From an optimization exercise on the open Yosys and OpenROAD flow, aimed at small area and a short achievable clock period; shortcuts taken in it are not production practice.
At most, simulation tests tie the RTL to the original design; equivalence was not proved.
Only the layout flow was run in runs 4 to 6; the RTL was not checked for function there.
Power is estimated from default activity; no workload was simulated.

==> design.v <==
module fifo_mux_2_1(in0, in1, sel, out);
  parameter br = 1;
  parameter bw = 8;
  input [br*bw-1:0] in0;
  input [br*bw-1:0] in1; 
  input sel;
  output [br*bw-1:0] out;
  wire sbar; 
  wire [br*bw-1:0] w1, w2, out;
  genvar i;
  not G01 (sbar, sel);
  for (i=0; i < br*bw ; i=i+1) begin : gen
     and G0  (w1[i], in0[i], sbar);
     and G1  (w2[i], in1[i], sel);
     or  G2  (out[i], w1[i], w2[i]);
  end
 endmodule
module fifo_mux_8_1 (out, sel, in0, in1, in2, in3, in4, in5, in6, in7 );
  parameter bw = 4;
  parameter br = 1;
  input  [2:0 ] sel ;
  input  [br*bw-1:0] in0;
  input  [br*bw-1:0] in1;
  input  [br*bw-1:0] in2;
  input  [br*bw-1:0] in3;
  input  [br*bw-1:0] in4;
  input  [br*bw-1:0] in5;
  input  [br*bw-1:0] in6;
  input  [br*bw-1:0] in7;
  output [br*bw-1:0] out;
  wire   [br*bw-1:0] out_sub0_0, out_sub0_1, out_sub0_2, out_sub0_3 ;
  wire   [br*bw-1:0] out_sub1_0, out_sub1_1 ;
 fifo_mux_2_1 #(.bw(bw),.br(br)) fifo_mux_2_1a (.in0(in0), .in1(in1), .sel(sel[0]), .out(out_sub0_0));
 fifo_mux_2_1 #(.bw(bw),.br(br)) fifo_mux_2_1b (.in0(in2), .in1(in3), .sel(sel[0]), .out(out_sub0_1));
 fifo_mux_2_1 #(.bw(bw),.br(br)) fifo_mux_2_1c (.in0(in4), .in1(in5), .sel(sel[0]), .out(out_sub0_2));
 fifo_mux_2_1 #(.bw(bw),.br(br)) fifo_mux_2_1d (.in0(in6), .in1(in7), .sel(sel[0]), .out(out_sub0_3));
 fifo_mux_2_1 #(.bw(bw),.br(br)) fifo_mux_2_1e (.in0(out_sub0_0), .in1(out_sub0_1), .sel(sel[1]), .out(out_sub1_0));
 fifo_mux_2_1 #(.bw(bw),.br(br)) fifo_mux_2_1f (.in0(out_sub0_2), .in1(out_sub0_3), .sel(sel[1]), .out(out_sub1_1));
 fifo_mux_2_1 #(.bw(bw),.br(br)) fifo_mux_2_1g (.in0(out_sub1_0), .in1(out_sub1_1), .sel(sel[2]), .out(out));
endmodule
module fifo_depth8 (rd_clk, wr_clk, in, out, rd, wr, o_full, o_empty, reset);
  parameter br = 1;
  parameter bw = 4;
  parameter simd = 1;
  parameter lrf_depth = 1;
  input  rd_clk;
  input  wr_clk;
  input  rd;
  input  wr;
  input  reset;
  output o_full;
  output o_empty;
  input  [br*simd*bw-1:0] in;
  output [br*simd*bw-1:0] out;
  wire full, empty;
  reg [3:0] rd_ptr;
  reg [3:0] wr_ptr;
  reg [br*simd*bw-1:0] q0;
  reg [br*simd*bw-1:0] q1;
  reg [br*simd*bw-1:0] q2;
  reg [br*simd*bw-1:0] q3;
  reg [br*simd*bw-1:0] q4;
  reg [br*simd*bw-1:0] q5;
  reg [br*simd*bw-1:0] q6;
  reg [br*simd*bw-1:0] q7;
 assign empty = (wr_ptr == rd_ptr) ? 1'b1 : 1'b0 ;
 assign full  = ((wr_ptr[2:0] == rd_ptr[2:0]) && (wr_ptr[3] != rd_ptr[3])) ? 1'b1 : 1'b0;
 assign o_full  = full;
 assign o_empty = empty;
  fifo_mux_8_1 #(.bw(bw)) fifo_mux_16_1a (.in0(q0), .in1(q1), .in2(q2), .in3(q3), .in4(q4), .in5(q5), .in6(q6), .in7(q7),
                        	                        .sel(rd_ptr[2:0]), .out(out));
 always @ (posedge rd_clk) begin
   if (reset) begin
      rd_ptr <= 4'b0000;
   end
   else if ((rd == 1) && (empty == 0)) begin
      rd_ptr <= rd_ptr + 1;
   end
 end
 always @ (posedge wr_clk) begin
   if (reset) begin
      wr_ptr <= 4'b0000;
   end
   else begin 
      if ((wr == 1) && (full == 0)) begin
        wr_ptr <= wr_ptr + 1;
      end
      if (wr == 1) begin
        case (wr_ptr[2:0])
         3'b000   :    q0  <= in ;
         3'b001   :    q1  <= in ;
         3'b010   :    q2  <= in ;
         3'b011   :    q3  <= in ;
         3'b100   :    q4  <= in ;
         3'b101   :    q5  <= in ;
         3'b110   :    q6  <= in ;
         3'b111   :    q7  <= in ;
        endcase
      end
   end
 end
endmodule
module exp_lut (clk, wr, out, in, lut_in, reset);
parameter bw = 8;
output [bw-1:0] out ;
input  [bw-1:0] lut_in;
input  [bw/2-1:0] in;
input  clk;
input  wr;
input  reset;
reg	[bw-1:0] lut_q0;
reg	[bw-1:0] lut_q1;
reg	[bw-1:0] lut_q2;
reg	[bw-1:0] lut_q3;
reg	[bw-1:0] lut_q4;
reg	[bw-1:0] lut_q5;
reg	[bw-1:0] lut_q6;
reg	[bw-1:0] lut_q7;
reg	[bw-1:0] lut_q8;
reg	[bw-1:0] lut_q9;
reg	[bw-1:0] lut_q10;
reg	[bw-1:0] lut_q11;
reg	[bw-1:0] lut_q12;
reg	[bw-1:0] lut_q13;
reg	[bw-1:0] lut_q14;
reg	[bw-1:0] lut_q15;
assign out = (in == 0) ? lut_q0 : 
   (in == 1) ?	lut_q1	:
   (in == 2) ?	lut_q2	:
   (in == 3) ?	lut_q3	:
   (in == 4) ?	lut_q4	:
   (in == 5) ?	lut_q5	:
   (in == 6) ?	lut_q6	:
   (in == 7) ?	lut_q7	:
   (in == 8) ?	lut_q8	:
   (in == 9) ?	lut_q9	:
   (in == 10) ?	lut_q10	:
   (in == 11) ?	lut_q11	:
   (in == 12) ?	lut_q12	:
   (in == 13) ?	lut_q13	:
   (in == 14) ?	lut_q14	:
   	        lut_q15 ; 	
always @ (posedge clk) begin
 if (wr) begin
   lut_q0   <= lut_in;
   lut_q1   <= lut_q0	;
   lut_q2   <= lut_q1	;
   lut_q3   <= lut_q2	;
   lut_q4   <= lut_q3	;
   lut_q5   <= lut_q4	;
   lut_q6   <= lut_q5	;
   lut_q7   <= lut_q6	;
   lut_q8   <= lut_q7	;
   lut_q9   <= lut_q8	;
   lut_q10  <= lut_q9	;
   lut_q11  <= lut_q10	;
   lut_q12  <= lut_q11	;
   lut_q13  <= lut_q12	;
   lut_q14  <= lut_q13	;
   lut_q15  <= lut_q14	;
  end
end
endmodule
`timescale 1ns/1ps
module softmax (clk, out, in, lut_wr, execute, fetch, reset, mode);
parameter bw  = 8;
parameter col = 8;
input mode;
input  [col*bw-1:0] in;
input  clk;
input  execute;
input  [1:0] lut_wr;
input  reset, fetch;
output [col*bw-1:0] out;
reg  [63:0]  in_q;
reg  [1:0]   wr_q;
reg          mode_q, exe_q;
reg  [127:0] hi_t;
reg  [127:0] lo_t;
reg  [511:0] fq;           
reg  [13:0]  sum_q;
reg  [63:0]  out_q;
reg  [3:0]   cnt;          
reg  [2:0]   fcnt;         
reg          div_start;
reg  [111:0] rem_q;
reg  [47:0]  quo_q;
reg push_q, sen_q, sclr_q, busy_q, oen_q, dsel_q;
wire m0 = ~mode_q;
wire m1 = mode_q;
wire push_n = (m0 & exe_q & (cnt == 4'd0)) |
              (m1 & (cnt >= 4'd1) & (cnt <= 4'd8)) |
              (m1 & fetch & (fcnt == 3'd0));
wire sen_n  = (m0 & exe_q & (cnt == 4'd1)) |
              (m1 & (cnt >= 4'd2) & (cnt <= 4'd9));
wire sclr_n = (m0 & exe_q & (cnt == 4'd1)) |
              (m1 & (cnt == 4'd2));
wire busy_n = (m0 & exe_q & ((cnt == 4'd3) | (cnt == 4'd4) | (cnt == 4'd0))) |
              (m1 & fetch & (fcnt <= 3'd2));
wire oen_n  = (m0 & exe_q & div_start & (cnt == 4'd0)) |
              (m1 & fetch & (fcnt == 3'd2));
wire [63:0] e_vec;
reg  [10:0] tsum;
integer k;
always @(*) begin
   tsum = 11'd0;
   for (k = 0; k < 8; k = k + 1)
      tsum = tsum + fq[8*k +: 8];
end
wire sz = (sum_q == 14'd0);
wire [111:0] rem_n;
wire [47:0]  quo_n;
wire [63:0]  res;
genvar i;
for (i = 0; i < 8; i = i + 1) begin : lane
   wire [3:0] a = in_q[8*i+7 : 8*i+4];
   wire [3:0] b = in_q[8*i+3 : 8*i];
   wire [7:0] h = hi_t[8*a +: 8];
   wire [7:0] l = lo_t[8*b +: 8];
   wire [15:0] p = h * l;
   assign e_vec[8*i +: 8] = p[15:8];
   wire [7:0]  d  = dsel_q ? fq[448+8*i +: 8] : fq[8*i +: 8];
   wire [13:0] rs = busy_q ? rem_q[14*i +: 14] : {6'd0, d};
   wire [14:0] t1 = {rs, 1'b0};
   wire        q1 = (t1 >= {1'b0, sum_q});
   wire [13:0] r1 = q1 ? (t1 - {1'b0, sum_q}) : t1[13:0];
   wire [14:0] t2 = {r1, 1'b0};
   wire        q2 = (t2 >= {1'b0, sum_q});
   wire [13:0] r2 = q2 ? (t2 - {1'b0, sum_q}) : t2[13:0];
   wire        kill = ~busy_q & ({6'd0, d} == sum_q);
   assign rem_n[14*i +: 14] = kill ? 14'd0 : r2;
   assign quo_n[6*i +: 6]   = {quo_q[6*i +: 4], kill ? {sz, sz} : {q1, q2}};
   assign res[8*i +: 8]     = {quo_q[6*i +: 6], q1, q2};
end
assign out = out_q;
always @(posedge clk) begin
   in_q   <= in;
   wr_q   <= lut_wr;
   mode_q <= mode;
   dsel_q <= mode;
   if (wr_q[1]) hi_t <= {hi_t[63:0], in_q};
   if (wr_q[0]) lo_t <= {lo_t[63:0], in_q};
   if (push_q) fq <= {fq[447:0], e_vec};
   if (sen_q)  sum_q <= (sclr_q ? 14'd0 : sum_q) + {3'd0, tsum};
   rem_q <= rem_n;
   quo_q <= quo_n;
   if (oen_q) out_q <= res;
end
always @(posedge clk) begin
   if (reset) begin
      exe_q     <= 1'b0;
      cnt       <= 4'd0;
      fcnt      <= 3'd0;
      div_start <= 1'b0;
      push_q    <= 1'b0;
      sen_q     <= 1'b0;
      sclr_q    <= 1'b0;
      busy_q    <= 1'b0;
      oen_q     <= 1'b0;
   end
   else begin
      exe_q  <= execute;
      push_q <= push_n;
      sen_q  <= sen_n;
      sclr_q <= sclr_n;
      busy_q <= busy_n;
      oen_q  <= oen_n;
      if (m0) begin
         if (exe_q) begin
            cnt <= (cnt == 4'd4) ? 4'd0 : cnt + 4'd1;
            if (cnt == 4'd2) div_start <= 1'b1;
         end
      end
      else begin
         if (exe_q || cnt != 4'd0)
            cnt <= (cnt == 4'd12) ? 4'd0 : cnt + 4'd1;
      end
      if (!exe_q)
         div_start <= 1'b0;
      if (fetch)
         fcnt <= (fcnt == 3'd4) ? 3'd0 : fcnt + 3'd1;
      else
         fcnt <= 3'd0;
   end
end
endmodule
==> run.sh <==
#!/bin/bash
# synth_recipe.tcl (not shown) runs the flow's synth.tcl, then flattens the netlist and writes it again
# the make line also repeats each setting of config.mk as NAME=value (left out here)
make -C /OpenROAD-flow-scripts/flow DESIGN_CONFIG=/design/flow/config.mk WORK_HOME=/design/flow/orfs CLKGATE_MAP_FILE= SYNTH_SCRIPT=/design/flow/synth_recipe.tcl finish
==> config.mk <==
export PLATFORM = sky130hd
export DESIGN_NAME = softmax
export DESIGN_NICKNAME = softmax
export VERILOG_FILES = /design/flow/design.v
export SDC_FILE = /design/flow/constraint.sdc
export NUM_CORES = 4
export LEC_CHECK = 0
export CAP_MARGIN = 20
export CORE_MARGIN = 2
export CORE_UTILIZATION = 65
export SLEW_MARGIN = 20
==> constraint.sdc <==
create_clock -name core_clock -period 33.0 [get_ports {clk}]
set_input_delay 6.6000 -clock core_clock [delete_from_list [all_inputs] [get_ports {clk}]]
set_output_delay 6.6000 -clock core_clock [all_outputs]
set_load 0.01 [all_outputs]
==> impl_metrics.env, run 1 <==
export IMPL_status="timing/DRC/antenna clean"
export IMPL_synth_fp_nets=6905
export IMPL_clock_fmax_mhz=121.6
export IMPL_hold_viol=0
export IMPL_cp_max_fo=1
export IMPL_finalMaxSlewViolations=0
export IMPL_wl_met2_um=90730
export IMPL_gp_congestion=0.9122
export IMPL_crit_arrival_ns=1.63
export IMPL_overflow=0
export IMPL_synth_edff_count=846
export IMPL_skew_ns=0.05574
export IMPL_grt_pass1_vias=50380
export IMPL_post_cts_setup_buffer_count=0
export IMPL_total_power_mw=9.165
export IMPL_dieWidth_um=350.3
export IMPL_crit_buf_inv=1
export IMPL_ys_flop_type="edfxtp_1"
export IMPL_clock_sinks=1087
export IMPL_drt_first_pass_iters=6
export IMPL_syn_area_um2=77970
export IMPL_synth_top_area_cell="edfxtp_1"
export IMPL_dieArea_um2=122700
export IMPL_min_period_ns=8.226
export IMPL_die_h_um=350.3
export IMPL_n_antenna_cell=0
export IMPL_htree_num_levels=3
export IMPL_syn_avg_cell_area_um2=13.02
export IMPL_vdd_ir_drop_max_mv=0.2939
export IMPL_antenna_found_initial=0
export IMPL_ys_seq_elements=1087
export IMPL_core_area_um2=119500
export IMPL_tightest_slew_ns=1.201
export IMPL_drive_gt1_frac=0.1842
export IMPL_required_ns=26.40
export IMPL_grt_max_degree=184
export IMPL_synth_top_cells_by_area="edfxtp_1, mux4_2, fa_1"
export IMPL_maxCapViolCount=0
export IMPL_rows=127
export IMPL_p_leak_nw=34.09
export IMPL_ctsHoldBuffers=0
export IMPL_met1Wirelength_um=76460
export IMPL_synthCells=5988
export IMPL_top_layer="met4"
export IMPL_critPathKind="reg2out"
export IMPL_clock_latency_ns=0.76
export IMPL_hold_path_class="reg2reg"
export IMPL_start_util=0.6525
export IMPL_portBuffers=134
export IMPL_grt_usage=0.3263
export IMPL_cp_slowest_stage_delay_ns=0.53
export IMPL_fin_crit_sh=0.2493
export IMPL_cts_buffer_depth=3
export IMPL_critPathTopFamily="buffers and inverters"
export IMPL_drt_vias_per_instance=6.510
export IMPL_end_kind="primary output"
export IMPL_drtIter0Drc=4958
export IMPL_fin_util=0.7104
export IMPL_cts_buffers=111
export IMPL_wl_per_cell_um=25.21
export IMPL_vias=50760
export IMPL_ant_nets=0
export IMPL_clockRootBuffer="clkbuf_16"
export IMPL_cts_resized=0
export IMPL_area_growth_syn_to_layout_pct=8.873
export IMPL_async_flop_share=0
export IMPL_startpoint_type="flop"
export IMPL_routed_wl_um=196600
export IMPL_rsz0062_at_grt="false"
export IMPL_post_route_drc_count=0
export IMPL_wl_met3_um=16310
export IMPL_synth_top_area_frac=0.3258
export IMPL_grt_pass1_wl_um=299900
export IMPL_power_density_nw_per_um2=108.0
export IMPL_yosysSeqAreaShare=0.3877
export IMPL_io_pins=135
export IMPL_crit_slowest_cell="clkdlybuf4s50_1"
export IMPL_dpl_hpwl_um=138200
export IMPL_setup_violations=0
export IMPL_nNetsFinal=7005
export IMPL_cts_clk_slew_worst_paths_ns=0.07
export IMPL_synth_cell_types=91
export IMPL_path_cells="clkdlybuf4s50_1"
export IMPL_tritoncts="yes"
export IMPL_totalNegativeSetupSlack_ns=0
export IMPL_ys_warn_count=1
export IMPL_slew_headroom=0.1985
synth_stat cells, types with 88 or more instances:
cell / instances
fa_1: 343
nor2_1: 321
dfxtp_1: 241
clkbuf_1: 110
nand2_1: 270
mux4_2: 611
a21o_1: 139
ha_1: 503
mux2_2: 191
inv_1: 524
xnor2_1: 200
and2_1: 335
o21ai_0: 96
mux2i_1: 124
xor2_1: 88
edfxtp_1: 846
a21oi_1: 210
power breakdown:
group / total, mW / internal, mW / switching (mW)
registers: 2.14 / 1.95 / 0.192
logic: 5.72 / 2.53 / 3.19
clock network: 1.30 / 0.734 / 0.567
total: 9.17 / 5.21 / 3.95
area by class of cell:
type,instances,area [µm²]
multi-input cells,4135,44770
clock buffers,142,3092
inverters,535,2008
repair buffers,218,2001
clock inverters,68,728.2
fillers,8301,34610
well taps,1612,2017
flip-flops and latches,1087,30270
placed cells by master (no fill, tap or decap), types with 88 or more instances in the layout:
cell             count
mux4_2             611
fa_1               343
xor2_1              88
clkbuf_16          116
mux2i_1            124
xnor2_1            200
clkdlybuf4s50_1    134
a21oi_1            210
dfxtp_1            217
nor2_1             320
a21o_1             139
edfxtp_1           846
mux2_2             191
o21ai_0             96
nand2_1            270
inv_1              524
and2_1             335
ha_1               503
through the flow:
| stage | cell area (µm²) | setup WS, ns | hold slack [ns] | instances |
|---|---|---|---|---|
| after CTS | 84870 | 24.71 | 0.3484 | 7797 |
| after global routing | 84890 | 24.70 | 0.3510 | 7797 |
| after floorplan | 77970 | 20.57 | 0.3265 | 5988 |
| after global placement | 81050 | 25.22 | 0.3319 | 7587 |
| final | 84890 | 24.77 | 0.3520 | 7797 |
| after detailed placement | 81050 | 25.14 | 0.3329 | 7587 |
per-layer routing:
layer  GRT usage  up-vias
met5           0        -
met4      0.1916        0
met3     0.05880      535
met2      0.5129     2337
met1      0.4303    25360
li1            -    22530
path summary, 6_finish.rpt:
check / slack [ns] / depth (start not counted) / startpoint / end
worst max-delay path: 24.77 / 1 / out_q[41] / out[41]
worst min-delay path: 0.35 / 0 / quo_q[45] / quo_q[47]
worst max register to register: 25.36 / 24 / busy_q / rem_q[99]
worst min register to register: 0.35 / 0 / quo_q[45] / quo_q[47]
logic make-up after synthesis:
logic type               after synthesis  synth area share
flip-flops                          1087            0.3877
multiplexers                         935            0.2230
buffers and inverters                766           0.03876
AND/OR/NAND/NOR                     1308           0.08520
AO/OA/AOI/OAI                        758           0.06416
XOR/XNOR                             288           0.03235
adder cells (fa/ha/maj)              846            0.1688
registers in the layout, summed over array words and instances, names as in the netlist, 2 cells and up:
signal / cells
cnt: 4
fcnt: 3
fq: 512
hi_t: 128
in_q: 64
lo_t: 128
out_q: 64
quo_q: 48
rem_q: 112
sum_q: 14
wr_q: 2
==> run 2, diff against run 1 <==
--- a/config.mk
+++ b/config.mk
@@ -9,3 +9,3 @@
 export CORE_MARGIN = 2
-export CORE_UTILIZATION = 65
+export CORE_UTILIZATION = 40
 export SLEW_MARGIN = 20
==> impl_metrics.env, run 2 <==
export IMPL_r2r_setup_slack_ns=25.36
export IMPL_syn_area_um2=77970
export IMPL_cts_clk_slew_worst_paths_ns=0.06
export IMPL_htree_num_levels=3
export IMPL_synth_edff_count=846
export IMPL_p_leak_nw=34.23
export IMPL_largest_register_ffs=512
export IMPL_gp_congestion=0.8747
export IMPL_drtIter0Drc=4813
export IMPL_fin_util=0.4442
export IMPL_largest_registers="fq x512, hi_t x128, lo_t x128"
export IMPL_syn_avg_cell_area_um2=13.02
export IMPL_path_cells="clkdlybuf4s50_1"
export IMPL_dieArea_um2=198500
export IMPL_rsz0062_at_grt="false"
export IMPL_yosysSeqAreaShare=0.3877
export IMPL_status="timing/DRC/antenna clean"
export IMPL_grt_max_degree=89
export IMPL_post_route_drc_count=0
export IMPL_async_flop_share=0
export IMPL_cts_resized=0
export IMPL_cp_max_fo=1
export IMPL_rows=162
export IMPL_drive_gt1_frac=0.1856
export IMPL_synthCells=5988
export IMPL_area_growth_syn_to_layout_pct=10.74
export IMPL_critPathKind="reg2out"
export IMPL_ant_nets=0
export IMPL_ys_flop_type="edfxtp_1"
export IMPL_vias=50460
export IMPL_maxCapViolCount=0
export IMPL_synth_common_cells="edfxtp_1, mux4_2, inv_1"
export IMPL_skew_ns=0.07329
export IMPL_num_fill_cells=17550
export IMPL_finalMaxSlewViolations=0
export IMPL_holdWs_ns=0.3468
export IMPL_clock_fmax_mhz=120.5
export IMPL_slew_headroom=0.2311
export IMPL_ctsHoldBuffers=0
export IMPL_vdd_ir_drop_max_mv=0.1761
export IMPL_ys_warn_count=1
export IMPL_tightest_slew_ns=1.152
export IMPL_dieWidth_um=445.5
export IMPL_antenna_found_initial=5
export IMPL_clockRootBuffer="clkbuf_16"
export IMPL_crit_buf_inv=1
export IMPL_synth_top_cells_by_area="edfxtp_1, mux4_2, fa_1"
export IMPL_final_cell_mix="edfxtp_1, mux4_2, inv_1, ha_1, fa_1"
export IMPL_critPathTopFamily="buffers and inverters"
export IMPL_synth_top_area_frac=0.3258
export IMPL_nNetsFinal=7025
export IMPL_cp_slowest_stage_delay_ns=0.54
export IMPL_crit_slowest_cell="clkdlybuf4s50_1"
export IMPL_post_cts_setup_buffer_count=0
export IMPL_grt_pass1_vias=51050
export IMPL_top_register="fq"
export IMPL_grt_pass1_wl_um=313900
export IMPL_synth_top_area_cell="edfxtp_1"
export IMPL_hold_path_class="reg2reg"
export IMPL_grt_usage=0.2069
export IMPL_totalNegativeSetupSlack_ns=0
export IMPL_total_power_mw=9.197
export IMPL_routed_wl_um=205900
export IMPL_clock_latency_ns=0.81
export IMPL_power_density_nw_per_um2=106.5
export IMPL_cts_buffers=120
export IMPL_drt_vias_per_instance=5.763
export IMPL_dpl_hpwl_um=145700
export IMPL_required_ns=26.40
export IMPL_end_kind="primary output"
export IMPL_clock_sinks=1087
export IMPL_min_period_ns=8.301
export IMPL_io_pins=135
export IMPL_fin_crit_sh=0.2515
export IMPL_wl_per_cell_um=23.51
export IMPL_synth_most_common_cell="edfxtp_1"
export IMPL_core_area_um2=194400
export IMPL_start_util=0.4011
export IMPL_cts_buffer_depth=3
export IMPL_tritoncts="yes"
export IMPL_synth_cell_types=91
export IMPL_layout_commonest_cell="edfxtp_1"
export IMPL_die_h_um=445.5
export IMPL_hold_viol=0
export IMPL_drt_first_pass_iters=5
export IMPL_overflow=0
export IMPL_synth_fp_nets=6905
export IMPL_setup_violations=0
export IMPL_ys_seq_elements=1087
export IMPL_startpoint_type="flop"
export IMPL_portBuffers=134
export IMPL_crit_arrival_ns=1.70
## run 2: logic make-up (layout without fill, tap and decap cells)
logic type      after synthesis  after routing  share of synthesized area
simple gates               1308           1308                    0.08520
flops                      1087           1087                     0.3877
mux                         935            935                     0.2230
fa+ha+maj                   846            846                     0.1688
buf+inv                     766            991                    0.03876
compound gates              758            758                    0.06416
xor+xnor                    288            288                    0.03235
other cells                   0              1                          0
## run 2: area by class of cell
cell class | count | area [µm²] | share of cell area
multi-input combinational | 4135 | 44760 | 0.5185
sequential | 1087 | 30280 | 0.3507
antenna | 1 | 2.502 | 0.00002898
timing repair buffer | 229 | 2056 | 0.02381
tap | 2542 | 3181 | 0.03684
clock inverter | 76 | 838.3 | 0.009709
inverter | 535 | 2008 | 0.02326
clock buffer | 151 | 3212 | 0.03720
## run 2: worst register-to-register path: stages (launching register included)
cell and delay, ns:
dfxtp_4 0.71, buf_4 0.67, buf_4 0.56, mux2_2 0.42
ha_1 0.37, a21o_1 0.22, a21o_1 0.19, o21ai_1 0.14
a21oi_1 0.07, o21ai_0 0.34, nand3_1 0.69, mux2_2 0.55
ha_1 0.36, a21o_1 0.20, a21oi_1 0.15, nor2_1 0.08
o31ai_1 0.31, a21oi_1 0.18, o221ai_1 0.23, and3b_1 0.21
nand2_1 0.44, mux2i_1 0.33, nor2_1 0.06
## run 2: metal layers
layer / routed length (µm) / share of wire / up-vias / global-route usage
met2: 94420 / 0.46 / 2010 / 0.3304
met4: 10480 / 0.051 / 2 / 0.09040
met1: 85200 / 0.41 / 25380 / 0.2728
met5: 34 / 0.00017 / - / 0.001465
li1: - / - / 22610 / -
met3: 15730 / 0.076 / 457 / 0.04284
## run 2: final timing paths
check                           startpoint   endpoint  depth (start not counted)
worst min-delay path             quo_q[15]  quo_q[17]                          0
worst max-delay path              out_q[2]     out[2]                          1
worst max register to register      busy_q  rem_q[79]                         22
worst min register to register   quo_q[15]  quo_q[17]                          0
## run 2: through the flow
step	instance area (µm²)	setup WS (ns)	std cells
floorplan	77970	20.57	5988
global placement	82260	25.24	8526
detailed placement	82270	25.09	8527
CTS	86320	24.62	8754
global route	86340	24.59	8755
finish	86340	24.70	8756
## run 2: where the power goes
group          internal [mW]  switching (mW)  leakage [nW]
sequential              1.95           0.201          10.0
clock                  0.771           0.599          1.94
combinational           2.52            3.15          22.3
total                   5.24            3.95          34.2
==> run 3, diff against run 2 <==
--- a/config.mk
+++ b/config.mk
@@ -9,3 +9,5 @@
 export CORE_MARGIN = 2
-export CORE_UTILIZATION = 40
+export CORE_UTILIZATION = 65
+export CTS_CLUSTER_DIAMETER = 100
+export CTS_CLUSTER_SIZE = 30
 export SLEW_MARGIN = 20
==> impl_metrics.env, run 3 <==
export IMPL_path_cells="clkdlybuf4s50_1"
export IMPL_critPathTopFamily="buffers and inverters"
export IMPL_rows=127
export IMPL_holdPathStages=0
export IMPL_area_growth_syn_to_layout_pct=6.121
export IMPL_yosysSeqAreaShare=0.3877
export IMPL_ys_flop_type="edfxtp_1"
export IMPL_syn_avg_cell_area_um2=13.02
export IMPL_min_from="quo_q[44]"
export IMPL_fin_util=0.6924
export IMPL_clockRootBuffer="clkbuf_16"
export IMPL_cp_max_fo=1
export IMPL_async_flop_share=0
export IMPL_synth_top_area_frac=0.3258
export IMPL_gp_congestion=0.9122
export IMPL_ant_nets=0
export IMPL_reg2reg_depth=24
export IMPL_largest_registers="fq x512, hi_t x128, lo_t x128"
export IMPL_startpoint_type="flop"
export IMPL_final_cell_mix="edfxtp_1, mux4_2, inv_1, ha_1, fa_1"
export IMPL_power_density_nw_per_um2=104.0
export IMPL_maxCapViolCount=0
export IMPL_n_antenna_cell=0
export IMPL_drt_vias_per_instance=6.524
export IMPL_synth_common_cells="edfxtp_1, mux4_2, inv_1"
export IMPL_fin_crit_sh=0.2486
export IMPL_cts_resized=0
export IMPL_largest_register_ffs=512
export IMPL_finalMaxSlewViolations=0
export IMPL_cp_slowest_stage_delay_ns=0.53
export IMPL_nNetsFinal=6943
export IMPL_totalNegativeSetupSlack_ns=0
export IMPL_required_ns=26.40
export IMPL_ys_seq_elements=1087
export IMPL_synth_most_common_cell="edfxtp_1"
export IMPL_cts_buffer_depth=3
export IMPL_clock_sinks=1087
export IMPL_routed_wl_um=194200
export IMPL_io_pins=135
export IMPL_status="timing/DRC/antenna clean"
export IMPL_setup_violations=0
export IMPL_start_util=0.6525
export IMPL_antenna_found_initial=0
export IMPL_vias=50090
export IMPL_ctsHoldBuffers=0
export IMPL_die_h_um=350.3
export IMPL_post_cts_setup_buffer_count=0
export IMPL_syn_area_um2=77970
export IMPL_top_register="fq"
export IMPL_portBuffers=134
export IMPL_num_fill_cells=8521
export IMPL_cts_clk_slew_worst_paths_ns=0.11
export IMPL_vdd_ir_drop_max_mv=0.2825
export IMPL_post_route_drc_count=0
export IMPL_dieWidth_um=350.3
export IMPL_wl_per_cell_um=25.29
export IMPL_slew_headroom=0.2376
export IMPL_drive_gt1_frac=0.1693
export IMPL_layout_commonest_cell="edfxtp_1"
export IMPL_clock_fmax_mhz=121.9
export IMPL_finalNonFillerCells=7679
export IMPL_crit_reg2reg_launch="busy_q"
export IMPL_grt_max_degree=184
export IMPL_htree_num_levels=2
export IMPL_synth_top_cells_by_area="edfxtp_1, mux4_2, fa_1"
export IMPL_grt_pass1_wl_um=296000
export IMPL_ys_warn_count=1
export IMPL_drt_first_pass_iters=5
export IMPL_p_leak_nw=33.05
export IMPL_end_kind="primary output"
export IMPL_grt_pass1_vias=49590
export IMPL_dpl_hpwl_um=138200
export IMPL_core_area_um2=119500
export IMPL_total_power_mw=8.602
export IMPL_synth_cell_types=91
export IMPL_crit_buf_inv=1
export IMPL_grt_usage=0.3210
export IMPL_reg2reg_to="rem_q[99]"
export IMPL_hold_viol=0
export IMPL_synth_top_area_cell="edfxtp_1"
export IMPL_dp_cells=7587
export IMPL_drtIter0Drc=4631
export IMPL_synth_fp_nets=6905
export IMPL_overflow=0
export IMPL_critPathKind="reg2out"
export IMPL_min_period_ns=8.203
export IMPL_synthCells=5988
export IMPL_rsz0062_at_grt="false"
export IMPL_crit_slowest_cell="clkdlybuf4s50_1"
export IMPL_hold_path_class="reg2reg"
export IMPL_crit_arrival_ns=1.60
export IMPL_skew_ns=0.06047
export IMPL_r2r_setup_slack_ns=25.39
export IMPL_synth_edff_count=846
export IMPL_tritoncts="yes"
export IMPL_clock_latency_ns=0.71
export IMPL_hold_end="quo_q[46]"
export IMPL_cts_buffers=49
export IMPL_tightest_slew_ns=1.142
export IMPL_dieArea_um2=122700
run 3: kinds of logic after synthesis:
logic type,share of synthesized area
and+or+nand+nor,0.08520
DFF,0.3877
muxes,0.2230
adders and majority gates,0.1688
buffers and inverters,0.03876
AOI/OAI and AO/OA,0.06416
xor gates and xnor gates,0.03235
run 3: per-layer routing:
layer / GRT usage / up-vias / wire (µm) / share of wire
met5: 0 / - / 0 / 0
met4: 0.1736 / 0 / 12470 / 0.064
met3: 0.05408 / 480 / 15730 / 0.081
met2: 0.5097 / 2244 / 90220 / 0.46
met1: 0.4276 / 25030 / 75790 / 0.39
li1: - / 22340 / - / -
run 3: area by class of cell:
| type | count | area (µm²) | share of cell area |
|---|---|---|---|
| clock buffer | 71 | 1351 | 0.01633 |
| inverter | 535 | 2008 | 0.02427 |
| tap | 1612 | 2017 | 0.02438 |
| multi-input combinational | 4135 | 44770 | 0.5410 |
| timing repair buffer | 218 | 2001 | 0.02418 |
| clock inverter | 21 | 321.6 | 0.003886 |
| sequential | 1087 | 30280 | 0.3659 |
run 3: worst register-to-register path: cells and delay by family (launching register included):
| kind | cells | cell delay (ns) |
|---|---|---|
| DFF | 1 | 0.35 |
| muxes | 2 | 0.87 |
| and+or+nand+nor | 4 | 0.50 |
| AOI/OAI and AO/OA | 12 | 3.24 |
| adders and majority gates | 2 | 0.65 |
| buffers and inverters | 4 | 1.90 |
run 3: worst max path at each step:
stage	startpoint	endpoint	slack, ns	depth (start not counted)
after floorplan	push_q	fq[0]	20.57	0
after global placement	reset	cnt[0]	25.22	3
after detailed placement	reset	fcnt[0]	25.14	2
after CTS	out_q[53]	out[53]	24.73	1
after global routing	out_q[37]	out[37]	24.71	1
final	out_q[41]	out[41]	24.80	1
run 3: where the power goes:
part / total [mW] / switching (mW) / internal, mW
Combinational: 5.69 / 3.16 / 2.53
Clock: 0.775 / 0.460 / 0.316
Sequential: 2.14 / 0.191 / 1.95
Total: 8.60 / 3.81 / 4.79
run 3: through the flow:
| stage | hold slack, ns | setup slack (ns) | area (µm²) |
|---|---|---|---|
| 5_1_grt | 0.3565 | 24.71 | 82740 |
| 4_1_cts | 0.3544 | 24.73 | 82720 |
| 3_3_place_gp | 0.3319 | 25.22 | 81050 |
| 6_report | 0.3539 | 24.80 | 82740 |
| 3_5_place_dp | 0.3329 | 25.14 | 81050 |
| 2_1_floorplan | 0.3265 | 20.57 | 77970 |
==> run 4, diff against run 3 <==
--- a/design.v
+++ b/design.v
@@ -223,8 +223,8 @@
    wire [13:0] rs = busy_q ? rem_q[14*i +: 14] : {6'd0, d};
-   wire [14:0] t1 = {rs, 1'b0};
-   wire        q1 = (t1 >= {1'b0, sum_q});
-   wire [13:0] r1 = q1 ? (t1 - {1'b0, sum_q}) : t1[13:0];
-   wire [14:0] t2 = {r1, 1'b0};
-   wire        q2 = (t2 >= {1'b0, sum_q});
-   wire [13:0] r2 = q2 ? (t2 - {1'b0, sum_q}) : t2[13:0];
+   wire [15:0] d1 = {1'b0, rs, 1'b0} - {2'b0, sum_q};
+   wire        q1 = ~d1[15];
+   wire [13:0] r1 = q1 ? d1[13:0] : {rs[12:0], 1'b0};
+   wire [15:0] d2 = {1'b0, r1, 1'b0} - {2'b0, sum_q};
+   wire        q2 = ~d2[15];
+   wire [13:0] r2 = q2 ? d2[13:0] : {r1[12:0], 1'b0};
    wire        kill = ~busy_q & ({6'd0, d} == sum_q);
--- a/config.mk
+++ b/config.mk
@@ -10,4 +10,4 @@
 export CORE_UTILIZATION = 65
-export CTS_CLUSTER_DIAMETER = 100
-export CTS_CLUSTER_SIZE = 30
+export CTS_CLUSTER_DIAMETER = 60
+export CTS_CLUSTER_SIZE = 24
 export SLEW_MARGIN = 20
==> impl_metrics.env, run 4 <==
export IMPL_totalNegativeSetupSlack_ns=0
export IMPL_crit_buf_inv=1
export IMPL_setup_violations=0
export IMPL_overflow=0
export IMPL_clock_sinks=1087
export IMPL_rsz0062_at_grt="false"
export IMPL_synthAdderAreaFrac=0.1704
export IMPL_ys_flop_type="edfxtp_1"
export IMPL_synth_top_area_frac=0.3315
export IMPL_drtIter0Drc=4535
export IMPL_synthSimpleGateAreaFrac=0.09061
export IMPL_synth_top_cells_by_area="edfxtp_1, mux4_2, fa_1"
export IMPL_cts_buffers=97
export IMPL_clock_fmax_mhz=121.6
export IMPL_cp_slowest_stage_delay_ns=0.56
export IMPL_ys_seq_elements=1087
export IMPL_post_cts_setup_buffer_count=0
export IMPL_cts_clk_slew_worst_paths_ns=0.09
export IMPL_crit_reg2reg_launch="mode_q"
export IMPL_cts_buffer_depth=3
export IMPL_io_pins=135
export IMPL_gp_congestion=0.9344
export IMPL_area_growth_syn_to_layout_pct=8.870
export IMPL_rows=125
export IMPL_syn_avg_cell_area_um2=13.23
export IMPL_synth_edff_count=846
export IMPL_clock_latency_ns=0.73
export IMPL_endpoint="out[35]"
export IMPL_ys_warn_count=1
export IMPL_htree_num_levels=3
export IMPL_post_dp_cell_area_um2=79730
export IMPL_r2r_setup_slack_ns=25.25
export IMPL_vdd_ir_drop_max_mv=0.2564
export IMPL_synth_common_cells="edfxtp_1, mux4_2, ha_1"
export IMPL_status="timing/DRC/antenna clean"
export IMPL_num_fill_cells=7926
export IMPL_cp_depth=1
export IMPL_synthCells=5793
export IMPL_fin_crit_sh=0.2493
export IMPL_routed_wl_um=192500
export IMPL_hold_path_class="reg2reg"
export IMPL_cts_resized=0
export IMPL_synth_xor_area_frac=0.03154
export IMPL_synth_cell_types=84
export IMPL_ant_nets=0
export IMPL_maxCapViolCount=0
export IMPL_cp_startpoint="out_q[35]"
export IMPL_path_cells="clkdlybuf4s50_1"
export IMPL_reg2reg_to="rem_q[103]"
export IMPL_synth_top_family_by_area="multiplexers"
export IMPL_synth_mux_area_frac=0.2237
export IMPL_synth_fp_nets=6702
export IMPL_ctsHoldBuffers=0
export IMPL_largest_register_ffs=512
export IMPL_p_leak_nw=32.81
export IMPL_drt_vias_per_instance=6.554
export IMPL_startpoint_type="flop"
export IMPL_slew_headroom=0.2233
export IMPL_start_util=0.6577
export IMPL_grt_pass1_wl_um=296800
export IMPL_drt_first_pass_iters=6
export IMPL_holdWs_ns=0.3500
export IMPL_largest_registers="fq x512, hi_t x128, lo_t x128"
export IMPL_antenna_found_initial=1
export IMPL_hold_viol=0
export IMPL_vias=49170
export IMPL_top_register="fq"
export IMPL_synth_compound_area_frac=0.05437
export IMPL_tritoncts="yes"
export IMPL_syn_area_um2=76640
export IMPL_layout_commonest_cell="edfxtp_1"
export IMPL_portBuffers=134
export IMPL_synth_most_common_cell="edfxtp_1"
export IMPL_n_antenna_cell=0
export IMPL_core_area_um2=116500
export IMPL_power_density_nw_per_um2=105.2
export IMPL_end_kind="primary output"
export IMPL_post_route_drc_count=0
export IMPL_dpl_hpwl_um=135100
export IMPL_reg2reg_depth=24
export IMPL_grt_max_degree=217
export IMPL_crit_arrival_ns=1.63
export IMPL_die_h_um=347.4
export IMPL_min_period_ns=8.227
export IMPL_critPathTopFamily="buffers and inverters"
export IMPL_dieWidth_um=347.4
export IMPL_fin_area_um2=83440
export IMPL_synth_top_area_cell="edfxtp_1"
export IMPL_async_flop_share=0
export IMPL_tightest_slew_ns=1.164
export IMPL_skew_ns=0.03202
export IMPL_final_cell_mix="edfxtp_1, mux4_2, ha_1, inv_1, and2_1"
export IMPL_finalMaxSlewViolations=0
export IMPL_yosysSeqAreaShare=0.3944
export IMPL_clockRootBuffer="clkbuf_16"
export IMPL_required_ns=26.40
export IMPL_min_from="quo_q[1]"
export IMPL_dieArea_um2=120700
export IMPL_cp_max_fo=1
export IMPL_nNetsFinal=6805
export IMPL_wl_per_cell_um=25.65
export IMPL_grt_usage=0.3250
export IMPL_drive_gt1_frac=0.1918
export IMPL_grt_pass1_vias=49590
export IMPL_crit_slowest_cell="clkdlybuf4s50_1"
export IMPL_critPathKind="reg2out"
## run 4: worst min path at each step
stage                           end  slack (ns)  depth (start not counted)
final                      quo_q[3]        0.35                          0
after global routing       quo_q[8]        0.36                          0
after CTS                  quo_q[3]        0.35                          0
after detailed placement   quo_q[8]        0.34                          0
after global placement     quo_q[4]        0.33                          0
after floorplan           quo_q[10]        0.33                          0
## run 4: layout make-up
cell class | count | area, µm² | area share
flip-flops and latches | 1087 | 30270 | 0.3628
clock buffers | 102 | 2450 | 0.02936
inverters | 462 | 1734 | 0.02078
repair buffers | 228 | 2059 | 0.02468
clock inverters | 80 | 1256 | 0.01506
multi-input cells | 4020 | 43760 | 0.5244
well taps | 1524 | 1907 | 0.02285
## run 4: where the power goes
group          switching (mW)  internal (mW)
Sequential              0.199           1.95
Combinational            2.96           2.40
Clock                   0.642          0.625
Total                    3.80           4.98
## run 4: cells by family after synthesis
family	after synthesis
and+or+nand+nor	1365
DFF	1087
muxes	906
adders and majority gates	838
buffers and inverters	686
AOI/OAI and AO/OA	635
xor gates and xnor gates	276
## run 4: metal layers
metal / up-vias / share of wire / track usage
met3: 558 / 0.087 / 0.06433
met4: 0 / 0.075 / 0.2015
met5: - / 0 / 0
met1: 24370 / 0.38 / 0.4263
met2: 2400 / 0.46 / 0.5045
li1: 21850 / - / -
## run 4: through the flow
stage          utilization  setup slack, ns  total power [mW]  instances
3_5_place_dp        0.6843            25.25             7.477       7321
5_1_grt             0.7161            24.67             9.607       7503
2_1_floorplan            -            20.57             6.250       5793
6_report            0.7161            24.77             8.775       7503
4_1_cts             0.7161            24.73             8.793       7503
3_3_place_gp        0.6843            25.24             7.294       7321
## run 4: worst register-to-register path: cells and delay by family, from the launching register on
kind	cells	cell delay, ns
flops	1	0.53
compound gates	13	3.43
simple gates	3	0.70
mux	3	1.20
buf+inv	3	1.18
fa+ha+maj	2	0.61
==> run 5, diff against run 4 <==
==> flow/run.sh (new file) <==
#!/bin/bash
# The standard layout, with stronger port buffers than the flow's default
# choice (a delay cell), so that the output ports are driven by a plain buffer.
set -euo pipefail
export BUFFER_PORTS_ARGS="-buffer_cell sky130_fd_sc_hd__buf_4"
bash standard.sh > standard.log 2>&1
==> standard.sh (new file) <==
#!/bin/bash
# synth_recipe.tcl (not shown) runs the flow's synth.tcl, then flattens the netlist and writes it again
# the make line also repeats each setting of config.mk as NAME=value (left out here)
make -C /OpenROAD-flow-scripts/flow DESIGN_CONFIG=/design/flow/config.mk WORK_HOME=/design/flow/orfs CLKGATE_MAP_FILE= SYNTH_SCRIPT=/design/flow/synth_recipe.tcl "${@:-finish}"
--- a/config.mk
+++ b/config.mk
@@ -10,3 +10,3 @@
 export CORE_UTILIZATION = 65
-export CTS_CLUSTER_DIAMETER = 60
+export CTS_CLUSTER_DIAMETER = 100
 export CTS_CLUSTER_SIZE = 24
removed: run.sh
==> impl_metrics.env, run 5 <==
export IMPL_status="timing/DRC/antenna clean"
export IMPL_drt_first_pass_iters=6
export IMPL_area_growth_syn_to_layout_pct=6.086
export IMPL_ctsHoldBuffers=0
export IMPL_finalMaxSlewViolations=0
export IMPL_cts_resized=0
export IMPL_crit_reg2reg_launch="mode_q"
export IMPL_hold_viol=0
export IMPL_synth_compound_area_frac=0.05437
export IMPL_synth_top_area_cell="edfxtp_1"
export IMPL_cp_startpoint="out_q[32]"
export IMPL_ys_seq_elements=1087
export IMPL_drt_vias_per_instance=6.583
export IMPL_synthSimpleGateAreaFrac=0.09061
export IMPL_core_area_um2=116500
export IMPL_cp_depth=1
export IMPL_tritoncts="yes"
export IMPL_final_cell_mix="edfxtp_1, mux4_2, ha_1, inv_1, and2_1"
export IMPL_path_cells="buf_4"
export IMPL_synth_edff_count=846
export IMPL_syn_avg_cell_area_um2=13.23
export IMPL_rows=125
export IMPL_portBuffers=134
export IMPL_reg2reg_depth=24
export IMPL_synth_most_common_cell="edfxtp_1"
export IMPL_dieArea_um2=120700
export IMPL_end_kind="primary output"
export IMPL_holdWs_ns=0.3466
export IMPL_grt_pass1_wl_um=292900
export IMPL_drive_gt1_frac=0.2003
export IMPL_dp_cells=7316
export IMPL_grt_pass1_vias=49180
export IMPL_clock_latency_ns=0.73
export IMPL_rsz0062_at_grt="false"
export IMPL_synth_top_area_frac=0.3315
export IMPL_drtIter0Drc=4475
export IMPL_cp_slowest_stage_delay_ns=0.41
export IMPL_async_flop_share=0
export IMPL_vdd_ir_drop_max_mv=0.2238
export IMPL_synth_xor_area_frac=0.03154
export IMPL_vias=48880
export IMPL_gp_congestion=0.9318
export IMPL_largest_register_ffs=512
export IMPL_top_register="fq"
export IMPL_ff_latch_area_um2=30280
export IMPL_p_leak_nw=32.08
export IMPL_cts_buffers=57
export IMPL_synth_cell_types=84
export IMPL_clock_fmax_mhz=126.6
export IMPL_finalNonFillerCells=7426
export IMPL_post_cts_setup_buffer_count=0
export IMPL_overflow=0
export IMPL_skew_ns=0.05125
export IMPL_syn_area_um2=76640
export IMPL_grt_max_degree=221
export IMPL_critPathTopFamily="flip-flops"
export IMPL_post_route_drc_count=0
export IMPL_wl_per_cell_um=25.67
export IMPL_die_h_um=347.4
export IMPL_ys_warn_count=1
export IMPL_synth_common_cells="edfxtp_1, mux4_2, ha_1"
export IMPL_crit_buf_inv=1
export IMPL_htree_num_levels=2
export IMPL_nNetsFinal=6761
export IMPL_cts_clk_slew_worst_paths_ns=0.11
export IMPL_min_period_ns=7.898
export IMPL_fin_util=0.6978
export IMPL_dpl_hpwl_um=134700
export IMPL_clockRootBuffer="clkbuf_16"
export IMPL_synth_top_family_by_area="multiplexers"
export IMPL_start_util=0.6577
export IMPL_antenna_found_initial=0
export IMPL_synth_fp_nets=6702
export IMPL_synthAdderAreaFrac=0.1704
export IMPL_synthCells=5793
export IMPL_synth_mux_area_frac=0.2237
export IMPL_io_pins=135
export IMPL_critPathKind="reg2out"
export IMPL_ys_flop_type="edfxtp_1"
export IMPL_fin_crit_sh=0.2393
export IMPL_clock_sinks=1087
export IMPL_dieWidth_um=347.4
export IMPL_grt_usage=0.3202
export IMPL_setup_violations=0
export IMPL_crit_arrival_ns=1.30
export IMPL_hold_path_class="reg2reg"
export IMPL_tightest_slew_ns=1.253
export IMPL_totalNegativeSetupSlack_ns=0
export IMPL_required_ns=26.40
export IMPL_maxCapViolCount=0
export IMPL_largest_registers="fq x512, hi_t x128, lo_t x128"
export IMPL_layout_commonest_cell="edfxtp_1"
export IMPL_endpoint="out[32]"
export IMPL_cts_buffer_depth=3
export IMPL_synth_top_cells_by_area="edfxtp_1, mux4_2, fa_1"
export IMPL_routed_wl_um=190600
export IMPL_power_density_nw_per_um2=102.3
export IMPL_yosysSeqAreaShare=0.3944
export IMPL_cp_max_fo=1
export IMPL_startpoint_type="flop"
export IMPL_multi_input_area_um2=43760
export IMPL_r2r_setup_slack_ns=25.25
export IMPL_reg2reg_to="rem_q[109]"
export IMPL_ant_nets=0
export IMPL_crit_slowest_cell="edfxtp_1"
export IMPL_num_fill_cells=8098
export IMPL_slew_headroom=0.1633
run 5: cell counts after synthesis:
Identical to the previous run, type by type.
run 5: layout make-up:
type                            count  area share
Clock inverter                     16    0.003263
Clock buffer                       92     0.02021
Timing Repair Buffer              224     0.02113
Antenna cell                        1  0.00003078
Multi-Input combinational cell   4020      0.5382
Tap cell                         1524     0.02345
Sequential cell                  1087      0.3724
Inverter                          462     0.02133
run 5: logic make-up (layout without fill, tap and decap cells):
family | after synthesis | in the layout
fa+ha+maj | 838 | 838
flops | 1087 | 1087
xor+xnor | 276 | 276
mux | 906 | 906
compound gates | 635 | 635
simple gates | 1365 | 1365
buf+inv | 686 | 794
other cells | 0 | 1
run 5: per-layer routing:
metal  GRT usage  routed length [µm]  vias to the layer above
met5           0                   0                        -
met4      0.1847               13510                        0
met3     0.05765               16450                      502
met2      0.5056               88090                     2364
met1      0.4221               72560                    24310
li1            -                   -                    21710
run 5: worst min-delay path by stage:
stage          startpoint   endpoint  slack [ns]  depth (start not counted)
6_report         quo_q[2]   quo_q[4]        0.35                          0
3_3_place_gp    quo_q[45]  quo_q[47]        0.33                          0
3_5_place_dp    quo_q[18]  quo_q[20]        0.33                          0
5_1_grt          quo_q[6]   quo_q[8]        0.36                          0
4_1_cts          quo_q[2]   quo_q[4]        0.35                          0
2_1_floorplan    quo_q[8]  quo_q[10]        0.33                          0
run 5: per-stage QoR:
stage	area [µm²]	power [mW]	worst slack, ns
final	81300	8.315	25.10
after global routing	81300	9.148	24.74
after CTS	81270	8.346	25.02
after detailed placement	79360	7.449	25.44
after global placement	79360	7.298	25.57
after floorplan	76640	6.250	20.57
run 5: power by group:
group	internal, mW	switching (mW)	leakage [nW]
sequential	1.95	0.208	10.0
clock	0.366	0.470	0.919
combinational	2.40	2.93	21.2
==> run 6, diff against run 5 <==
--- a/design.v
+++ b/design.v
@@ -213,3 +213,3 @@
 wire [63:0]  res;
-genvar i;
+genvar i, j, c;
 for (i = 0; i < 8; i = i + 1) begin : lane
@@ -219,4 +219,21 @@
    wire [7:0] l = lo_t[8*b +: 8];
-   wire [15:0] p = h * l;
-   assign e_vec[8*i +: 8] = p[15:8];
+   wire [7:0] ps [0:7];     
+   wire [7:0] pc [0:7];     
+   assign ps[0] = h & {8{l[0]}};
+   assign pc[0] = 8'd0;
+   for (j = 1; j < 8; j = j + 1) begin : row
+      for (c = 0; c < 8; c = c + 1) begin : col
+         wire x = h[c] & l[j];
+         wire y = (c < 7) ? ps[j-1][c+1] : 1'b0;
+         wire z = pc[j-1][c];
+         assign ps[j][c] = x ^ y ^ z;
+         assign pc[j][c] = (x & y) | (z & (x ^ y));
+      end
+   end
+   wire [7:0] fs, fc;
+   for (c = 0; c < 8; c = c + 1) begin : fin
+      assign fs[c] = (c < 7) ? ps[7][c+1] : 1'b0;
+      assign fc[c] = pc[7][c];
+   end
+   assign e_vec[8*i +: 8] = fs + fc;
    wire [7:0]  d  = dsel_q ? fq[448+8*i +: 8] : fq[8*i +: 8];
==> run.sh (new file) <==
#!/bin/bash
# synth_recipe.tcl (not shown) runs the flow's synth.tcl, then flattens the netlist and writes it again
# the make line also repeats each setting of config.mk as NAME=value (left out here)
make -C /OpenROAD-flow-scripts/flow DESIGN_CONFIG=/design/flow/config.mk WORK_HOME=/design/flow/orfs CLKGATE_MAP_FILE= SYNTH_SCRIPT=/design/flow/synth_recipe.tcl finish
removed: flow/run.sh
removed: standard.sh
==> impl_metrics.env, run 6 <==
export IMPL_drt_first_pass_iters=8
export IMPL_cts_clk_slew_worst_paths_ns=0.09
export IMPL_die_h_um=344.2
export IMPL_holdPathStages=0
export IMPL_synth_top_cells_by_area="edfxtp_1, mux4_2, fa_1"
export IMPL_cp_max_fo=1
export IMPL_path_cells="clkdlybuf4s50_1"
export IMPL_hold_end="quo_q[27]"
export IMPL_overflow=0
export IMPL_drtIter0Drc=4157
export IMPL_synthCells=5596
export IMPL_ys_flop_type="edfxtp_1"
export IMPL_yosysSeqAreaShare=0.4017
export IMPL_ys_warn_count=1
export IMPL_io_pins=135
export IMPL_dieWidth_um=344.2
export IMPL_required_ns=26.40
export IMPL_tritoncts="yes"
export IMPL_clock_latency_ns=0.71
export IMPL_power_switching_share=0.4352
export IMPL_vias=47410
export IMPL_finalMaxSlewViolations=0
export IMPL_power_density_nw_per_um2=107.5
export IMPL_status="timing/DRC/antenna clean"
export IMPL_nNetsFinal=6473
export IMPL_cts_buffer_depth=3
export IMPL_rows=124
export IMPL_min_from="quo_q[25]"
export IMPL_hold_path_class="reg2reg"
export IMPL_fin_crit_sh=0.2486
export IMPL_routed_wl_um=184900
export IMPL_post_route_drc_count=0
export IMPL_critPathKind="reg2out"
export IMPL_ctsHoldBuffers=0
export IMPL_synth_top_area_cell="edfxtp_1"
export IMPL_grt_pass1_vias=47440
export IMPL_dp_cells=7114
export IMPL_min_period_ns=8.204
export IMPL_largest_registers="fq x512, hi_t x128, lo_t x128"
export IMPL_synth_cell_types=84
export IMPL_ant_nets=0
export IMPL_hold_viol=0
export IMPL_crit_reg2reg_launch="in_q[56]"
export IMPL_portBuffers=134
export IMPL_synth_common_cells="edfxtp_1, mux4_2, inv_1"
export IMPL_p_leak_nw=30.68
export IMPL_synth_fp_nets=6410
export IMPL_antenna_found_initial=1
export IMPL_dieArea_um2=118500
export IMPL_area_growth_syn_to_layout_pct=6.324
export IMPL_slew_headroom=0.2277
export IMPL_synth_top_area_frac=0.3376
export IMPL_combPwrFrac=0.656
export IMPL_clock_fmax_mhz=121.9
export IMPL_drive_gt1_frac=0.1906
export IMPL_clock_sinks=1087
export IMPL_cts_resized=0
export IMPL_start_util=0.6572
export IMPL_grt_pass1_wl_um=284800
export IMPL_dpl_hpwl_um=132600
export IMPL_layout_commonest_cell="edfxtp_1"
export IMPL_critPathTopFamily="buffers and inverters"
export IMPL_r2r_setup_slack_ns=25.29
export IMPL_rsz0062_at_grt="false"
export IMPL_crit_arrival_ns=1.60
export IMPL_cp_slowest_stage_delay_ns=0.56
export IMPL_reg2reg_depth=22
export IMPL_totalNegativeSetupSlack_ns=0
export IMPL_wl_per_cell_um=25.62
export IMPL_clockRootBuffer="clkbuf_16"
export IMPL_maxCapViolCount=0
export IMPL_tightest_slew_ns=1.157
export IMPL_skew_ns=0.03082
export IMPL_num_fill_cells=7983
export IMPL_syn_avg_cell_area_um2=13.45
export IMPL_multi_input_area_um2=42500
export IMPL_startpoint_type="flop"
export IMPL_syn_area_um2=75240
export IMPL_core_area_um2=114500
export IMPL_synth_edff_count=846
export IMPL_grt_max_degree=95
export IMPL_drt_vias_per_instance=6.569
export IMPL_cts_buffers=54
export IMPL_vdd_ir_drop_max_mv=0.2315
export IMPL_final_cell_mix="edfxtp_1, mux4_2, inv_1, ha_1, and2_1"
export IMPL_reg2reg_to="fq[63]"
export IMPL_seq_power_share=0.254
export IMPL_grt_usage=0.3198
export IMPL_crit_buf_inv=1
export IMPL_p_switching_mw=3.743
export IMPL_synth_most_common_cell="edfxtp_1"
export IMPL_async_flop_share=0
export IMPL_largest_register_ffs=512
export IMPL_power_frac_clock=0.090
export IMPL_crit_slowest_cell="clkdlybuf4s50_1"
export IMPL_ff_latch_area_um2=30270
export IMPL_ys_seq_elements=1087
export IMPL_gp_congestion=0.9065
export IMPL_internal_power_mw=4.858
export IMPL_finalNonFillerCells=7217
export IMPL_top_register="fq"
export IMPL_end_kind="primary output"
export IMPL_htree_num_levels=2
export IMPL_setup_violations=0
export IMPL_post_cts_setup_buffer_count=0
==> run 6: worst max-delay path by stage <==
stage	start	end	cells after the start
after floorplan	push_q	fq[0]	0
after global placement	reset	fcnt[0]	2
after detailed placement	reset	fcnt[0]	2
after CTS	out_q[24]	out[24]	1
after global routing	out_q[30]	out[30]	1
final	out_q[24]	out[24]	1
==> run 6: kinds of logic after synthesis <==
| logic type | count (synthesis) | share of synthesized area |
|---|---|---|
| AOI/OAI and AO/OA | 722 | 0.06397 |
| xor gates and xnor gates | 236 | 0.02747 |
| adders and majority gates | 743 | 0.1594 |
| buffers and inverters | 655 | 0.03356 |
| DFF | 1087 | 0.4017 |
| muxes | 911 | 0.2299 |
| and+or+nand+nor | 1242 | 0.08401 |
==> run 6: power by group through the flow <==
stage	sequential, mW	combinational, mW	clock (mW)
2_1_floorplan	2.14	4.42	0
3_3_place_gp	2.21	5.43	0
3_5_place_dp	2.22	5.62	0
4_1_cts	2.19	5.67	0.794
5_1_grt	2.21	6.47	0.838
6_report	2.18	5.64	0.777
==> run 6: metal layers <==
metal  vias up  global-route usage  routed length, µm
met3       417             0.05837              15000
met4         0              0.1672              11960
met1     23740              0.4229              71540
li1      21120                   -                  -
met5         -                   0                  0
met2      2133              0.5113              86400
==> run 6: layout make-up <==
class                           instances  area share
Sequential cell                      1087      0.3784
Timing Repair Buffer                  225     0.02535
Tap cell                             1512     0.02365
Inverter                              437     0.02050
Clock buffer                           87     0.01897
Multi-Input combinational cell       3854      0.5312
Antenna cell                            1  0.00003128
Clock inverter                         14    0.001924
==> run 6: stage by stage <==
stage	power [mW]	cell area (µm²)	setup slack [ns]	hold WS [ns]	utilization
after floorplan	6.559	75240	20.57	0.3265	-
after global placement	7.642	78320	25.24	0.3300	0.6840
after detailed placement	7.838	78320	25.11	0.3336	0.6840
after CTS	8.647	79990	24.74	0.3492	0.6986
after global routing	9.511	80000	24.73	0.3590	0.6987
final	8.601	80000	24.80	0.3460	0.6987
==> run 7, diff against run 6 <==
--- a/design.v
+++ b/design.v
@@ -187,3 +187,5 @@
 reg  [47:0]  quo_q;
-reg push_q, sen_q, sclr_q, busy_q, oen_q, dsel_q;
+reg push_q, sen_q, sclr_q, oen_q;
+reg busy_a, busy_na, busy_b, busy_nb;
+reg dsel_a, dsel_na;
 wire m0 = ~mode_q;
@@ -238,4 +240,7 @@
    assign e_vec[8*i +: 8] = fs + fc;
-   wire [7:0]  d  = dsel_q ? fq[448+8*i +: 8] : fq[8*i +: 8];
-   wire [13:0] rs = busy_q ? rem_q[14*i +: 14] : {6'd0, d};
+   wire        dsel = (i < 4) ? dsel_a : ~dsel_na;
+   wire        busy = (i < 2) ? busy_a : (i < 4) ? ~busy_na :
+                      (i < 6) ? busy_b : ~busy_nb;
+   wire [7:0]  d  = dsel ? fq[448+8*i +: 8] : fq[8*i +: 8];
+   wire [13:0] rs = busy ? rem_q[14*i +: 14] : {6'd0, d};
    wire [15:0] d1 = {1'b0, rs, 1'b0} - {2'b0, sum_q};
@@ -246,3 +251,3 @@
    wire [13:0] r2 = q2 ? d2[13:0] : {r1[12:0], 1'b0};
-   wire        kill = ~busy_q & ({6'd0, d} == sum_q);
+   wire        kill = ~busy & ({6'd0, d} == sum_q);
    assign rem_n[14*i +: 14] = kill ? 14'd0 : r2;
@@ -256,3 +261,6 @@
    mode_q <= mode;
-   dsel_q <= mode;
+   dsel_a  <= mode;
+   dsel_na <= ~mode;
+   busy_b  <= busy_n;
+   busy_nb <= ~busy_n;
    if (wr_q[1]) hi_t <= {hi_t[63:0], in_q};
@@ -274,3 +282,4 @@
       sclr_q    <= 1'b0;
-      busy_q    <= 1'b0;
+      busy_a    <= 1'b0;
+      busy_na   <= 1'b1;
       oen_q     <= 1'b0;
@@ -282,3 +291,4 @@
       sclr_q <= sclr_n;
-      busy_q <= busy_n;
+      busy_a  <= busy_n;
+      busy_na <= ~busy_n;
       oen_q  <= oen_n;
==> flow/run.sh (new file) <==
#!/bin/bash
# The standard layout, with stronger port buffers than the flow's default
# choice (a delay cell), so that the output ports are driven by a plain buffer.
set -euo pipefail
export BUFFER_PORTS_ARGS="-buffer_cell sky130_fd_sc_hd__buf_4"
bash standard.sh > standard.log 2>&1
==> standard.sh (new file) <==
#!/bin/bash
# synth_recipe.tcl (not shown) runs the flow's synth.tcl, then flattens the netlist and writes it again
# the make line also repeats each setting of config.mk as NAME=value (left out here)
make -C /OpenROAD-flow-scripts/flow DESIGN_CONFIG=/design/flow/config.mk WORK_HOME=/design/flow/orfs CLKGATE_MAP_FILE= SYNTH_SCRIPT=/design/flow/synth_recipe.tcl "${@:-finish}"
removed: run.sh
==> impl_metrics.env, run 7 <==
export IMPL_status="timing/DRC/antenna clean"
export IMPL_final_cell_mix="edfxtp_1, mux4_2, inv_1, ha_1, fa_1"
export IMPL_ff_latch_area_um2=30350
export IMPL_area_growth_syn_to_layout_pct=6.077
export IMPL_crit_slowest_cell="o21ai_0"
export IMPL_cp_depth=22
export IMPL_layout_commonest_cell="edfxtp_1"
export IMPL_hold_path_class="reg2reg"
export IMPL_post_route_drc_count=0
export IMPL_path_cells="buf_4, mux4_2, mux2_2, o21ai_0, nor2b_1, ha_1, fa_1, fa_1, fa_1, fa_1, fa_1, ha_1, a2111oi_0, o21ai_0, o21a_1, ha_1, fa_1, a21o_1, a21oi_1, o21bai_1, a21oi_1, xnor2_1"
export IMPL_rows=124
export IMPL_slew_headroom=0.2478
export IMPL_totalNegativeSetupSlack_ns=0
export IMPL_power_density_nw_per_um2=111.1
export IMPL_cts_buffers=55
export IMPL_grt_usage=0.3258
export IMPL_multi_input_area_um2=42250
export IMPL_post_dp_cell_area_um2=77870
export IMPL_clock_latency_ns=0.72
export IMPL_synth_most_common_cell="edfxtp_1"
export IMPL_vdd_ir_drop_max_mv=0.3219
export IMPL_clock_fmax_mhz=124.1
export IMPL_end_kind="flop"
export IMPL_ys_seq_elements=1091
export IMPL_setup_violations=0
export IMPL_cts_clk_slew_worst_paths_ns=0.09
export IMPL_rsz0062_at_grt="false"
export IMPL_required_ns=33.47
export IMPL_synth_common_cells="edfxtp_1, mux4_2, inv_1"
export IMPL_synth_fp_nets=6402
export IMPL_dieArea_um2=118200
export IMPL_num_fill_cells=8021
export IMPL_dieWidth_um=343.8
export IMPL_cts_buffer_depth=3
export IMPL_critPathKind="reg2reg"
export IMPL_async_flop_share=0
export IMPL_portBuffers=134
export IMPL_crit_arrival_ns=8.53
export IMPL_critPathTopFamily="adder cells"
export IMPL_synth_xor_area_frac=0.02940
export IMPL_maxCapViolCount=0
export IMPL_drive_gt1_frac=0.2042
export IMPL_crit_buf_inv=1
export IMPL_synth_edff_count=846
export IMPL_holdPathStages=0
export IMPL_gp_congestion=0.9257
export IMPL_skew_ns=0.03215
export IMPL_synth_compound_area_frac=0.06500
export IMPL_yosysSeqAreaShare=0.4037
export IMPL_tritoncts="yes"
export IMPL_cp_max_fo=34
export IMPL_synth_top_area_cell="edfxtp_1"
export IMPL_drtIter0Drc=4437
export IMPL_cts_resized=0
export IMPL_syn_area_um2=75070
export IMPL_synth_cell_types=88
export IMPL_synth_top_family_by_area="multiplexers"
export IMPL_holdWs_ns=0.3450
export IMPL_top_register="fq"
export IMPL_largest_registers="fq x512, hi_t x128, lo_t x128"
export IMPL_ctsHoldBuffers=0
export IMPL_fin_crit_sh=0.2443
export IMPL_synth_top_area_frac=0.3384
export IMPL_ys_flop_type="edfxtp_1"
export IMPL_nNetsFinal=6477
export IMPL_wl_per_cell_um=26.16
export IMPL_ant_nets=0
export IMPL_grt_max_degree=86
export IMPL_io_pins=135
export IMPL_die_h_um=343.8
export IMPL_largest_register_ffs=512
export IMPL_min_period_ns=8.061
export IMPL_drt_vias_per_instance=6.549
export IMPL_hold_viol=0
export IMPL_p_leak_nw=30.60
export IMPL_htree_num_levels=2
export IMPL_synth_mux_area_frac=0.2239
export IMPL_fin_util=0.6955
export IMPL_dpl_hpwl_um=135500
export IMPL_grt_pass1_vias=47030
export IMPL_fin_area_um2=79630
export IMPL_place_worst_setup_slack_ns=24.90
export IMPL_overflow=0
export IMPL_clockRootBuffer="clkbuf_16"
export IMPL_drt_first_pass_iters=5
export IMPL_reg2reg_depth=22
export IMPL_synth_top_cells_by_area="edfxtp_1, mux4_2, fa_1"
export IMPL_grt_pass1_wl_um=287300
export IMPL_syn_avg_cell_area_um2=13.43
export IMPL_synthSimpleGateAreaFrac=0.08435
export IMPL_synthCells=5589
export IMPL_post_cts_setup_buffer_count=0
export IMPL_core_area_um2=114500
export IMPL_clock_sinks=1091
export IMPL_ys_warn_count=1
export IMPL_fin_ws_ns=24.94
export IMPL_start_util=0.6556
export IMPL_vias=47320
export IMPL_cpMostUsedCell="fa_1"
export IMPL_antenna_found_initial=0
export IMPL_routed_wl_um=189000
export IMPL_startpoint_type="flop"
export IMPL_tightest_slew_ns=1.116
export IMPL_synthAdderAreaFrac=0.1596
export IMPL_finalMaxSlewViolations=0
export IMPL_cp_slowest_stage_delay_ns=0.86
-- run 7: cell count changes after synthesis, sizes merged, moves of 14 or more --
| cell | delta |
|---|---|
| a31oi | -14 |
| o211ai | -14 |
| mux2i | +34 |
| a21oi | +50 |
| buf | +15 |
| mux2 | -74 |
| nor2b | +35 |
| and3 | -19 |
-- run 7: path summary, 6_finish.rpt --
| path | to | slack, ns | start |
|---|---|---|---|
| max | fq[62] | 24.94 | in_q[56] |
| min reg2reg | quo_q[23] | 0.34 | quo_q[21] |
| max reg2reg | fq[62] | 24.94 | in_q[56] |
| min | quo_q[23] | 0.34 | quo_q[21] |
-- run 7: cell families (layout without fill, tap and decap cells) --
group | after synthesis | count (layout)
AND/OR/NAND/NOR | 1242 | 1242
flip-flops | 1091 | 1091
multiplexers | 871 | 871
AO/OA/AOI/OAI | 744 | 744
adder cells (fa/ha/maj) | 742 | 742
buffers and inverters | 647 | 769
XOR/XNOR | 252 | 252
other | 0 | 2
-- run 7: per-stage QoR --
| step | total power, mW | cells |
|---|---|---|
| global route | 9.735 | 7223 |
| CTS | 8.878 | 7223 |
| floorplan | 6.768 | 5589 |
| finish | 8.844 | 7225 |
| detailed placement | 8.048 | 7119 |
| global placement | 7.872 | 7118 |
-- run 7: layout make-up --
| cell class | instances | share of cell area |
|---|---|---|
| diodes | 2 | 0.00006285 |
| clock buffers | 89 | 0.01928 |
| clock inverters | 15 | 0.002655 |
| inverters | 427 | 0.02013 |
| multi-input cells | 3851 | 0.5305 |
| flip-flops and latches | 1091 | 0.3811 |
| well taps | 1512 | 0.02376 |
| repair buffers | 238 | 0.02248 |
-- run 7: power breakdown --
part | switching, mW | total [mW] | internal [mW]
sequential | 0.221 | 2.22 | 2.00
combinational | 3.18 | 5.83 | 2.66
clock | 0.454 | 0.793 | 0.340
-- run 7: layer usage --
metal	global-route usage	wire (µm)	part of all wire	vias up
met5	0	0	0	-
met4	0.1688	11350	0.060	0
met3	0.05769	15260	0.081	407
met2	0.5335	91230	0.48	2095
met1	0.4212	71190	0.38	23730
li1	-	-	-	21080

static timing again, ports no longer ideal:
How much do the figures lean on ideal ports? The routed layouts below were timed once more, with nothing changed but the port constraints. Step 1 sets driving cells, clkbuf_16 on the clock port and buf_2 on the other inputs (assumed; they add their load-dependent delay and slew). Step 2 moves the port delays by t, midway between the first and last clock arrival at a register: inputs arrive t later, outputs are due t later. That takes back most of the time a late clock gives input paths. a / b / c = ideal / step 1 / step 2; a / b = the first two.
| run | t (ns) | setup slack, ns | hold slack, ns | worst register clock-pin slew, ns | worst slew at a driven data input, ns |
|---|---|---|---|---|---|
| run 1 | 0.809 | 24.774 / 24.695 / 25.137 | 0.352 / 0.352 / 0.352 | 0.07 / 0.07 | 0.04 |
| run 2 | 0.855 | 24.699 / 24.620 / 25.167 | 0.347 / 0.347 / 0.347 | 0.07 / 0.07 | 0.05 |
| run 3 | 0.768 | 24.797 / 24.715 / 25.179 | 0.354 / 0.354 / 0.354 | 0.12 / 0.12 | 0.05 |
| run 4 | 0.795 | 24.773 / 24.693 / 25.209 | 0.350 / 0.350 / 0.350 | 0.09 / 0.09 | 0.05 |
| run 5 | 0.790 | 25.102 / 25.019 / 25.252 | 0.347 / 0.347 / 0.347 | 0.11 / 0.11 | 0.04 |
| run 6 | 0.770 | 24.796 / 24.716 / 25.086 | 0.346 / 0.346 / 0.346 | 0.11 / 0.11 | 0.06 |
| run 7 | 0.784 | 24.939 / 24.939 / 24.939 | 0.345 / 0.345 / 0.345 | 0.11 / 0.11 | 0.06 |
After both steps setup and hold are still met in every run listed.
